From an optimization exercise on the open Yosys and OpenROAD flow, aimed at small area and a short achievable clock period; shortcuts taken in it are not production practice. RTL that was checked went through simulation tests only; none was proved equivalent to the original. Power figures rest on the tool's default switching activity, not on a simulated workload.

// Vcpu32Alu
module Vcpu32Alu (
   input    wire          clk,
   input    wire[0:31]    a,
   input    wire[0:31]    b,
   input    wire[0:7]     ac,
   output   wire[0:31]    r,
   output   wire          c,
   output   wire          n,
   output   wire          z,
   output   wire          err
   );
   wire [31:0]   gSum;
   wire [15:0]   gCo;
   wire [31:0]   rOut;
   wire          rCo;
   AluStage1 U1 ( .a( a ), .b( b ), .ac( ac ), .gSum( gSum ), .gCo( gCo ));
   reg [31:0]   s1X;
   reg [15:0]   s1G;
   reg          s1Inv;
   always @( posedge clk ) begin
      s1X   <= gSum;
      s1G   <= gCo;
      s1Inv <= ac[2];
   end
   AluStage2 U2 ( .s1X( s1X ), .s1G( s1G ), .s1Inv( s1Inv ), .rOut( rOut ), .rCo( rCo ));
   reg [31:0] s2R;
   reg        s2C;
   always @( posedge clk ) begin
      s2R <= rOut;
      s2C <= rCo;
   end
   assign r   = s2R;
   assign c   = s2C;
   assign n   = s2R[31];
   assign z   = ( s2R == 32'd0 );
   assign err = 1'b0;
endmodule
Settings: LEC_CHECK=0, CAP_MARGIN=20, CORE_MARGIN=2, CORE_UTILIZATION=60, CTS_BUF_LIST=sky130_fd_sc_hd__clkbuf_4 sky130_fd_sc_hd__clkbuf_8, SETUP_SLACK_MARGIN=3.0, SLEW_MARGIN=20, SYNTH_HIERARCHICAL=1; clock period 5.5 ns.
standard.sh (not shown) runs the stock make flow with config.mk's settings and CLKGATE_MAP_FILE= SYNTH_SCRIPT=/design/flow/synth_recipe.tcl, a recipe that flattens the netlist after the stock synthesis.
==> flow/flow/run.sh <==
#!/bin/bash
# Layout flow: the standard layout (standard.sh: the standard synthesis script and ORFS steps), with
# two changes:
#  - each input and output port is buffered with a plain sky130_fd_sc_hd__buf_1 (PORT_BUF) rather than
#    the delay buffer that buffer_ports picks by default;
#  - the 4-input multiplexer cells (slow select inputs) are added to the platform's don't-use list
#    (EXTRA_DONT_USE), so synthesis builds the A pre-shift from 2-input multiplexers.
# The whole make output goes to standard_flow.log in the work folder; ORFS's per-step logs are
# under orfs/logs/.
set -euo pipefail
cd "$(dirname "${BASH_SOURCE[0]}")/.."
PORT_BUF=sky130_fd_sc_hd__buf_1
EXTRA_DONT_USE="sky130_fd_sc_hd__mux4_1 sky130_fd_sc_hd__mux4_2 sky130_fd_sc_hd__mux4_4"
export BUFFER_PORTS_ARGS="-buffer_cell ${PORT_BUF}"
# the platform's own don't-use list, as ORFS's make computes it
PLATFORM_DONT_USE=$(make -s -C "$FLOW_HOME" DESIGN_CONFIG="$PWD/config.mk" WORK_HOME="$PWD/orfs" \
  print-DONT_USE_CELLS 2> dont_use_probe.log | sed -n 's/^DONT_USE_CELLS: *//p')
echo "platform don't-use: $PLATFORM_DONT_USE" > dont_use.log
[[ -n "$PLATFORM_DONT_USE" ]]
bash standard.sh "DONT_USE_CELLS=${PLATFORM_DONT_USE} ${EXTRA_DONT_USE}" finish > standard_flow.log 2>&1
Change:
==> flow/flow/run.sh (replaced) <==
#!/bin/bash
# Layout flow: the standard layout (standard.sh, the standard synthesis and ORFS steps unchanged),
# except that each input and output port is buffered with a plain sky130_fd_sc_hd__buf_N cell
# (PORT_BUF below) rather than the delay buffer that buffer_ports picks by default.
# The whole make output goes to standard_flow.log in the work folder; ORFS's per-step logs are
# under orfs/logs/.
set -euo pipefail
cd "$(dirname "${BASH_SOURCE[0]}")/.."
PORT_BUF=sky130_fd_sc_hd__buf_1
export BUFFER_PORTS_ARGS="-buffer_cell ${PORT_BUF}"
bash standard.sh finish > standard_flow.log 2>&1
Settings changed: CORE_UTILIZATION 60 to 40.
Effect: Die area grows by 50%; setup slack loses 0.023 ns; via count grows by 0.98%; routed wire length grows by 8.0%; synthesized cell count grows by 0.37%.
Change:
Settings changed: SETUP_SLACK_MARGIN 3.0 to 2.5.
What happened: The changed run completed with no timing, DRC or antenna violations; die area is unchanged; area after synthesis stays the same; sequential share of layout area came out higher by 1.0 points; utilization shrinks by 1.7 points.
Function was not checked in any run of this note: the RTL went through the layout flow alone.

========
run 1:
Vcpu32Alu, a different RTL version from the one above (not shown whole).
Size in the first run: ~610 cells after synthesis, roughly 110 I/O pins, roughly 5600 um^2 of cells after synthesis.
// Vcpu32Alu
module Vcpu32Alu (
   input    wire          clk,
   input    wire[0:31]    a,
   input    wire[0:31]    b,
   input    wire[0:7]     ac,
   output   wire[0:31]    r,
   output   wire          c,
   output   wire          n,
   output   wire          z,
   output   wire          err
   );
clock: 5.5 ns
lec_check: 0
cap_margin: 20
core_margin: 2
core_utilization: 40
setup_slack_margin: 3.0
slew_margin: 20
run.sh (not shown) runs the stock make flow with config.mk's settings and CLKGATE_MAP_FILE= SYNTH_SCRIPT=/design/flow/synth_recipe.tcl, a recipe that flattens the netlist after the stock synthesis.
Stock flow here: none of the scripts above is used.
#### Input delta (run 2 over run 1)
- SETUP_SLACK_MARGIN changed from 3.0 to 2.5
==> flow/flow/run.sh (new file) <==
#!/bin/bash
# Layout flow: the standard layout (standard.sh, the standard synthesis and ORFS steps unchanged),
# except that each input and output port is buffered with a plain sky130_fd_sc_hd__buf_N cell
# (PORT_BUF below) rather than the delay buffer that buffer_ports picks by default.
# The whole make output goes to standard_flow.log in the work folder; ORFS's per-step logs are
# under orfs/logs/.
set -euo pipefail
cd "$(dirname "${BASH_SOURCE[0]}")/.."
PORT_BUF=sky130_fd_sc_hd__buf_1
export BUFFER_PORTS_ARGS="-buffer_cell ${PORT_BUF}"
bash standard.sh finish > standard_flow.log 2>&1
==> flow/standard.sh (new file) <==
#!/bin/bash
# synth_recipe.tcl (not shown) runs the flow's synth.tcl, then flattens the netlist and writes it again
# the make line also repeats each setting of config.mk as NAME=value (left out here)
make -C /OpenROAD-flow-scripts/flow DESIGN_CONFIG=/design/flow/config.mk WORK_HOME=/design/flow/orfs CLKGATE_MAP_FILE= SYNTH_SCRIPT=/design/flow/synth_recipe.tcl "${@:-finish}"
removed: flow/run.sh
==> comparison <==
Footprint of the flip-flops and latches of run 1 is on par with run 2. Run 2 vs. run 1: clock-buffer cell count went down by 1. Compared with run 1, run 2 shows a lower post-layout utilization of the core. Lower relative contribution of combinational cells to total power was reported by run 2, not run 1.
Input changes introduced in run 3 (baseline for comparison: run 2):
- ABC_CLOCK_PERIOD_IN_PS: unset -> 2500
- SETUP_SLACK_MARGIN: 2.5 -> 3.0
--- outcome ---
Looking at the reports, run 2 completed the entire flow and the layout it produced met the timing, design-rule and antenna checks.
Having completed the whole flow, run 3 delivered a layout that passed the timing, design-rule and antenna checks.
In run 3 relative to run 2, number of non-filler instances in the completed layout had gone up slightly.
Run 2 has a higher post-detailed-route via-to-cell ratio than run 3.
Lower maximum frequency goes to run 2 over run 3.
In run 3, period utilization is lower than in run 2.
Changes in run 4 relative to run 3:
- swapping 3.0 for 3.6 in SETUP_SLACK_MARGIN
- clearing ABC_CLOCK_PERIOD_IN_PS, which used to be 2500
Results
Power: run 4 draws more than run 3. For final layout net count, dividing the value from run 3 by the value from run 4 gives 0.896. Setup slack in run 4 is 0.010 ns above run 3. Side by side, layout cell share with drive strength beyond 1 turned out higher in run 4 than in run 3. Compared run 4 vs run 3, and share of cell area taken by multi-input logic gates is down in run 4. In the flow results for run 4 and run 3, the first-pass GRT wire length is smaller on run 3.
Relative to run 4, the following input files were edited for run 5:
- SETUP_SLACK_MARGIN now 2.5, was 3.6
==> flow/run.sh (new file) <==
#!/bin/bash
# synth_recipe.tcl (not shown) runs the flow's synth.tcl, then flattens the netlist and writes it again
# the make line also repeats each setting of config.mk as NAME=value (left out here)
make -C /OpenROAD-flow-scripts/flow DESIGN_CONFIG=/design/flow/config.mk WORK_HOME=/design/flow/orfs CLKGATE_MAP_FILE= SYNTH_SCRIPT=/design/flow/synth_recipe.tcl finish
removed: flow/flow/run.sh
removed: flow/standard.sh
Diff run 4 -> run 5: part of the power in the clock network increased 2.2 points; met3 layer wire length in the routed design decreased 20%.
Taking run 4 as the reference, in run 5 first-pass GRT wire length -17%, final net count -96, maximum clock rate -about 15%, post-place instance area +7.4%.
Run 5 | stages: all done | timing, DRC, antenna: all pass

## re-timing with driven ports
The results above use ideal ports. As a check the final layouts listed here were re-extracted and re-timed, cells and wires unchanged.
Step 1 sets driving cells, clkbuf_16 on the clock port and buf_2 on the other inputs (assumed; they add their load-dependent delay and slew).
Step 2 also shifts input and output timing later by t, the mid clock arrival at the registers, as if the neighbouring blocks saw the same clock.
a / b / c = ideal / step 1 / step 2; a / b = the first two.
| run | t (ns) | setup slack, ns | latest minus earliest clock arrival (ns) | worst slew at a driven data input, ns |
|---|---|---|---|---|
| the first run of note 1 | 0.372 | 3.067 / 3.040 / 2.733 | 0.014 / 0.014 | 0.04 |
| the second run of note 1 | 0.377 | 3.044 / 3.015 / 2.714 | 0.010 / 0.010 | 0.06 |
| the third run of note 1 | 0.371 | 2.640 / 2.646 / 2.275 | 0.018 / 0.018 | 0.04 |
| run 1 | 0.357 | 3.025 / 2.937 / 2.580 | 0.008 / 0.008 | 0.14 |
| run 2 | 0.359 | 2.688 / 2.698 / 2.339 | 0.007 / 0.007 | 0.03 |
| run 3 | 0.361 | 3.025 / 3.020 / 2.659 | 0.009 / 0.009 | 0.10 |
| run 4 | 0.368 | 3.035 / 3.005 / 2.637 | 0.009 / 0.009 | 0.17 |
| run 5 | 0.362 | 2.607 / 2.602 / 2.249 | 0.009 / 0.009 | 0.05 |
After both steps every run listed still meets setup and hold. The setup slack of run 1, which loses most, moves by -0.088 ns with the drivers and by -0.445 ns with both steps.
